Source: an optimization exercise on an open RTL-to-GDS flow (aim: small area). Production flows keep margins and buffers that such runs may drop. In this exercise RTL edits were held to simulation tests only and were not proved equivalent to the original.

==> pepper <==
==> flow/design.v <==
module tt_um_enieman (
    input  wire [7:0] ui_in,
    output wire [7:0] uo_out,
    input  wire [7:0] uio_in,
    output wire [7:0] uio_out,
    output wire [7:0] uio_oe,
    input  wire       ena,
    input  wire       clk,
    input  wire       rst_n
);
   wire rst = ~rst_n | ui_in[7];
   wire rx  = ui_in[2];
   integer i;
   reg [2:0] ph;
   always @(posedge clk) ph <= rst ? 3'd0 : ph + 3'd1;
   reg        prog;      
   reg        cal;       
   reg        act;       
   reg        txm;       
   reg        rxp;       
   reg        txo;       
   reg [3:0]  bitidx;    
   reg [11:0] cnt;       
   reg [11:0] pm1;       
   reg [5:0]  bcnt;      
   reg [3:0]  tsr;       
   wire fall    = rxp & ~rx;
   wire meas    = cal & (bitidx == 4'd0);
   wire wrap    = act & (meas ? rx : (cnt == pm1));
   wire endrx   = act & ~txm & (bitidx == 4'd9);
   wire early   = (cnt[11:3] == 9'd0);
   wire iwr = act & ~txm & prog & ~cal & early & ((bitidx == 4'd4) | (bitidx == 4'd8)) &
              (ph == {bcnt[1:0], bitidx[3]});
   wire [3:0] dmd;       
   always @(posedge clk) begin
      rxp <= rx;
      cnt <= (~act | wrap | endrx) ? 12'd0 : cnt + 12'd1;
      if (rst) begin
         prog <= 1'b1;
         cal  <= 1'b1;
         act  <= 1'b0;
         txm  <= 1'b0;
         txo  <= 1'b1;
         bcnt <= 6'd0;
      end else if (~act) begin
         if (fall) begin
            act    <= 1'b1;
            bitidx <= 4'd0;
         end
      end else if (~txm) begin
         if (wrap) begin
            bitidx <= bitidx + 4'd1;
            if (meas) pm1 <= cnt;
            if ((bitidx == 4'd8) & prog & ~cal) bcnt <= bcnt + 6'd1;
         end
         if (bitidx == 4'd9) begin
            cal <= 1'b0;
            if (prog) begin
               if (~cal && bcnt == 6'd0) prog <= 1'b0;
               act <= 1'b0;
            end else begin
               txm    <= 1'b1;
               bitidx <= 4'd0;
               txo    <= 1'b0;
            end
         end
      end else begin
         if (wrap) begin
            bitidx <= bitidx + 4'd1;
            if (bitidx == 4'd8) bcnt <= bcnt + 6'd1;
            if (bitidx == 4'd9) begin
               if (bcnt[3:0] == 4'd0) begin
                  act <= 1'b0;
                  txm <= 1'b0;
                  txo <= 1'b1;
               end else begin
                  bitidx <= 4'd0;
                  txo    <= 1'b0;
               end
            end else if (bitidx == 4'd8) begin
               txo <= 1'b1;
            end else begin
               txo <= tsr[0];
            end
         end
      end
   end
   always @(posedge clk) begin
      if (wrap)
         tsr <= {rx, tsr[3:1]};
      else if (txm & (((bitidx == 4'd0) & (ph == {bcnt[1:0], 1'b0})) |
                      ((bitidx == 4'd4) & (ph == {bcnt[1:0], 1'b1}))))
         tsr <= dmd;
   end
   assign uo_out  = {rst, prog | rst, ~rx, ~txo, 1'b0, txo, 2'b00};
   assign uio_out = 8'h00;
   assign uio_oe  = 8'h00;
   reg [511:0] imv;      
   reg [479:0] rfv;      
   reg [127:0] dmv;      
   reg [31:0]  tv;       
   reg        pass;      
   reg [3:0]  pc;        
   reg [31:2] ir;
   reg        c;         
   reg        eqf;       
   reg [3:0]  maddr;     
   reg [3:0]  rd_s;      
   reg        pend;      
   reg        dslt;      
   reg        ltf;       
   reg        sleft;     
   reg        fill;      
   reg [4:0]  shamt;
   wire init = prog;
   wire exec = pass;
   wire [4:0] op = ir[6:2];
   wire [2:0] f3 = ir[14:12];
   wire is_alu    = ~op[4] & op[2] & ~op[0];             
   wire is_op     = is_alu & op[3];
   wire is_u      = ~op[4] & op[2] & op[0];              
   wire is_lui    = is_u & op[3];
   wire is_load   = ~op[4] & ~op[2] & ~op[3];
   wire is_store  = ~op[4] & ~op[2] & op[3];
   wire is_branch = op[4] & ~op[0];
   wire is_jalr   = op[4] & op[0] & ~op[1];
   wire is_jal    = op[4] & op[1];
   wire is_jump   = op[4] & op[0];
   wire is_shift  = is_alu & ~f3[1] & f3[0];
   wire is_slt    = is_alu & ~f3[2] & f3[1];
   wire is_logic  = is_alu & f3[2] & ~(~f3[1] & f3[0]);
   wire is_sub    = is_op & (f3 == 3'd0) & ir[30];
   wire inv       = is_sub | is_slt | is_branch;
   wire [31:0] imm =
      is_u     ? {ir[31:12], 12'h000} :
      is_store ? {{20{ir[31]}}, ir[31:25], ir[11:7]} :
                 {{20{ir[31]}}, ir[31:20]};
   wire [3:0] immd = imm[4*ph +: 4];
   wire [63:0] rfh;
   genvar g;
   generate
      for (g = 1; g < 16; g = g + 1) begin : g_rfh
         assign rfh[4*g +: 4] = rfv[32*(g-1) +: 4];
      end
   endgenerate
   assign rfh[3:0] = 4'd0;
   wire [3:0] a_rf = rfh[4*ir[18:15] +: 4];
   wire [3:0] b_rf = rfh[4*ir[23:20] +: 4];
   wire [3:0] pcd = (ph == 3'd0) ? {pc[1:0], 2'b00} :
                    (ph == 3'd1) ? {2'b00, pc[3:2]} : 4'd0;
   wire [3:0] A = is_u ? (is_lui ? 4'd0 : pcd) : a_rf;
   wire [3:0] B = (is_op | is_branch) ? b_rf : immd;
   wire [4:0] sum = A + (B ^ {4{inv}}) + ((ph == 3'd0) ? inv : c);
   wire eq  = (A == B) & ((ph == 3'd0) | eqf);
   wire ltu = ~sum[4];
   wire lts = (A[3] ^ B[3]) ? A[3] : sum[3];
   wire cond  = f3[2] ? (f3[1] ? ltu : lts) : eq;
   wire taken = cond ^ f3[0];
   wire [1:0] dsel = txm ? bcnt[3:2] : ((ph == 3'd0) ? sum[3:2] : maddr[1:0]);
   wire [15:0] dmh = {dmv[96 +: 4], dmv[64 +: 4], dmv[32 +: 4], dmv[0 +: 4]};
   assign dmd = dmh[4*dsel +: 4];
   wire [4:0] pc1 = {1'b0, pc} + 5'd1;
   wire [3:0] lnk = (ph == 3'd0) ? {pc1[1:0], 2'b00} :
                    (ph == 3'd1) ? {1'b0, pc1[4:2]} : 4'd0;
   wire [3:0] lgc = f3[1] ? (f3[0] ? (A & B) : (A | B)) : (A ^ B);
   wire [3:0] eres = is_jump  ? lnk :
                     is_load  ? dmd :
                     is_logic ? lgc : sum[3:0];
   wire ewen = is_jump | is_load | is_u | (is_alu & ~is_shift & ~is_slt);
   wire [4:0] rr = sleft ? (5'd0 - shamt) : shamt;
   wire [63:0] tt = {tv, tv};
   wire [7:0] twin = tt[4*rr[4:2] +: 8];
   wire [3:0] sraw = twin[rr[1:0] +: 4];
   wire [5:0] th = sleft ? {1'b0, shamt} : (6'd32 - {1'b0, shamt});
   reg  [3:0] sres;
   always @* begin
      for (i = 0; i < 4; i = i + 1)
         sres[i] = ((({1'b0, ph, 2'b00} + i) >= th) ^ ~sleft) ? sraw[i] : fill;
   end
   wire [3:0] fres = dslt ? ((ph == 3'd0) ? {3'b000, ltf} : 4'd0) : sres;
   wire [3:0] wdata = exec ? eres : fres;
   wire       wact  = exec ? ewen : pend;
   wire [3:0] wd1 = init ? {4{ph == 3'd0}} : wdata;    
   wire [3:0] wd0 = init ? 4'd0 : wdata;               
   always @(posedge clk) begin
      for (i = 1; i < 16; i = i + 1) begin
         rfv[32*(i-1) +: 28] <= rfv[32*(i-1) + 4 +: 28];
         if (init | (wact & (rd_s == i)))
            rfv[32*(i-1) + 28 +: 4] <= {i[3] ? wd1[3] : wd0[3], i[2] ? wd1[2] : wd0[2],
                                        i[1] ? wd1[1] : wd0[1], i[0] ? wd1[0] : wd0[0]};
         else
            rfv[32*(i-1) + 28 +: 4] <= rfv[32*(i-1) +: 4];
      end
   end
   wire [3:0] dwd = init ? 4'd0 : b_rf;
   always @(posedge clk) begin
      for (i = 0; i < 4; i = i + 1) begin
         dmv[32*i +: 28] <= dmv[32*i + 4 +: 28];
         if (init | (exec & is_store & (dsel == i)))
            dmv[32*i + 28 +: 4] <= dwd;
         else
            dmv[32*i + 28 +: 4] <= dmv[32*i +: 4];
      end
   end
   always @(posedge clk) begin
      for (i = 0; i < 16; i = i + 1) begin
         imv[32*i +: 28] <= imv[32*i + 4 +: 28];
         if (iwr && bcnt[5:2] == i)
            imv[32*i + 28 +: 4] <= tsr;
         else
            imv[32*i + 28 +: 4] <= imv[32*i +: 4];
      end
   end
   always @(posedge clk) tv <= {exec ? A : tv[3:0], tv[31:4]};
   wire [63:0] imh;
   generate
      for (g = 0; g < 16; g = g + 1) begin : g_imh
         assign imh[4*g +: 4] = imv[32*g +: 4];
      end
   endgenerate
   wire [3:0] imd = imh[4*pc +: 4];
   always @(posedge clk) begin
      if (~exec) begin
         case (ph)
            3'd0: ir[3:2]   <= imd[3:2];
            3'd1: ir[7:4]   <= imd;
            3'd2: ir[11:8]  <= imd;
            3'd3: ir[15:12] <= imd;
            3'd4: ir[19:16] <= imd;
            3'd5: ir[23:20] <= imd;
            3'd6: ir[27:24] <= imd;
            3'd7: ir[31:28] <= imd;
         endcase
      end
   end
   wire [3:0] imm52 = is_jal ? ir[25:22] : {ir[25], ir[11:9]};
   wire [3:0] npc = is_jalr ? maddr :
                    (is_jal | (is_branch & taken)) ? pc + imm52 : pc1[3:0];
   always @(posedge clk) begin
      if (rst | prog) begin
         pass <= 1'b0;
         pc   <= 4'd0;
         pend <= 1'b0;
      end else if (ph == 3'd7) begin
         pass <= ~pass;
         if (exec) begin
            pc   <= npc;
            pend <= is_shift | is_slt;
         end
      end
   end
   always @(posedge clk) begin
      c   <= sum[4];
      eqf <= eq;
      if (exec) begin
         if (ph == 3'd0) begin
            maddr[1:0] <= sum[3:2];
            shamt[3:0] <= B;
         end
         if (ph == 3'd1) begin
            maddr[3:2] <= sum[1:0];
            shamt[4]   <= B[0];
         end
         if (ph == 3'd7) begin
            dslt  <= is_slt;
            ltf   <= f3[0] ? ltu : lts;
            sleft <= ~f3[2];
            fill  <= ir[30] & f3[2] & A[3];
         end
      end else if (ph == 3'd7) begin
         rd_s <= ir[10:7];
      end
   end
endmodule
==> flow/run.sh <==
#!/bin/bash
# synth_recipe.tcl (not shown) runs the flow's synth.tcl, then flattens the netlist and writes it again
# the make line also repeats each setting of config.mk as NAME=value (left out here)
make -C /OpenROAD-flow-scripts/flow DESIGN_CONFIG=/design/flow/config.mk WORK_HOME=/design/flow/orfs CLKGATE_MAP_FILE= SYNTH_SCRIPT=/design/flow/synth_recipe.tcl finish
==> flow/config.mk <==
export PLATFORM = sky130hd
export DESIGN_NAME = tt_um_enieman
export DESIGN_NICKNAME = tt_um_enieman
export VERILOG_FILES = /design/flow/design.v
export SDC_FILE = /design/flow/constraint.sdc
export NUM_CORES = 4
export LEC_CHECK = 0
export CAP_MARGIN = 20
export CORE_MARGIN = 2
export CORE_UTILIZATION = 50
export CTS_BUF_LIST = sky130_fd_sc_hd__clkbuf_16
export CTS_CLUSTER_DIAMETER = 80
export CTS_CLUSTER_SIZE = 26
export SLEW_MARGIN = 20
==> flow/constraint.sdc <==
create_clock -name core_clock -period 20.0 [get_ports {clk}]
set_input_delay 4.0000 -clock core_clock [delete_from_list [all_inputs] [get_ports {clk}]]
set_output_delay 4.0000 -clock core_clock [all_outputs]
set_load 0.01 [all_outputs]
==> willow: changes against pepper <==
- CORE_UTILIZATION: 50 -> 70
- CTS_CLUSTER_DIAMETER: 80 -> 50
- CTS_CLUSTER_SIZE: 26 -> 36
- PLACE_DENSITY: not set -> 0.8
==> qor.yml <==
outcome:
  status: "finished clean"
worst_setup_path:
  reg2reg_depth: 15
  r2r_end: "rfv[447]"
die:
  dieHeight_um: 264
grt:
  grt_pass1_wl_um: 91100
  grtUsageTotal: 0.168
  grt_use_met2: 0.261
routing:
  drt-total-wl_um: 58400
  vias: 16100
power_and_ir_drop:
  seq_power_share: 0.664
  total_power_mw: 3.89
placement:
  place_area_um2: 34700
(the above is from pepper)
==> qor.yml <==
outcome:
  status: "finished clean"
grt:
  grtUsageTotal: 0.258
  grt_use_met2: 0.425
  grt_pass1_wl_um: 98200
routing:
  vias: 16800
  drt-total-wl_um: 63200
  avgRoutedWirePerCell_um: 21.1
worst_setup_path:
  r2r_end: "rfv[383]"
placement:
  dp_slack_ns: 9.82
power_and_ir_drop:
  total_power_mw: 4.29
die:
  dieHeight_um: 224
(the above is from willow)

==> static timing again, ports no longer ideal <==
Ports are ideal in the flow. The routed layouts listed here were re-timed in OpenROAD. Step 1 sets driving cells, clkbuf_16 on the clock port and buf_2 on the other inputs (assumed; they add their load-dependent delay and slew). Step 2, shift: input delay + t, output delay - t, t = (earliest + latest rising clock arrival at the registers) / 2. This alone moves slack from input paths to output paths. Three values: ideal ports, drivers, drivers and shift; two values: the first two.
| run | t, ns | setup WS [ns] | hold WS [ns] | worst setup path after step 2 |
|---|---|---|---|---|
| pepper | 0.683 | 9.959 / 9.934 / 9.934 | 0.311 / 0.311 / 0.311 | input to output |
| willow | 0.679 | 9.783 / 9.751 / 9.751 | 0.302 / 0.302 / 0.302 | input to output |
After both steps every run listed still meets setup and hold. The setup slack of willow, which loses most, moves by -0.032 ns with the drivers and by -0.032 ns with both steps.
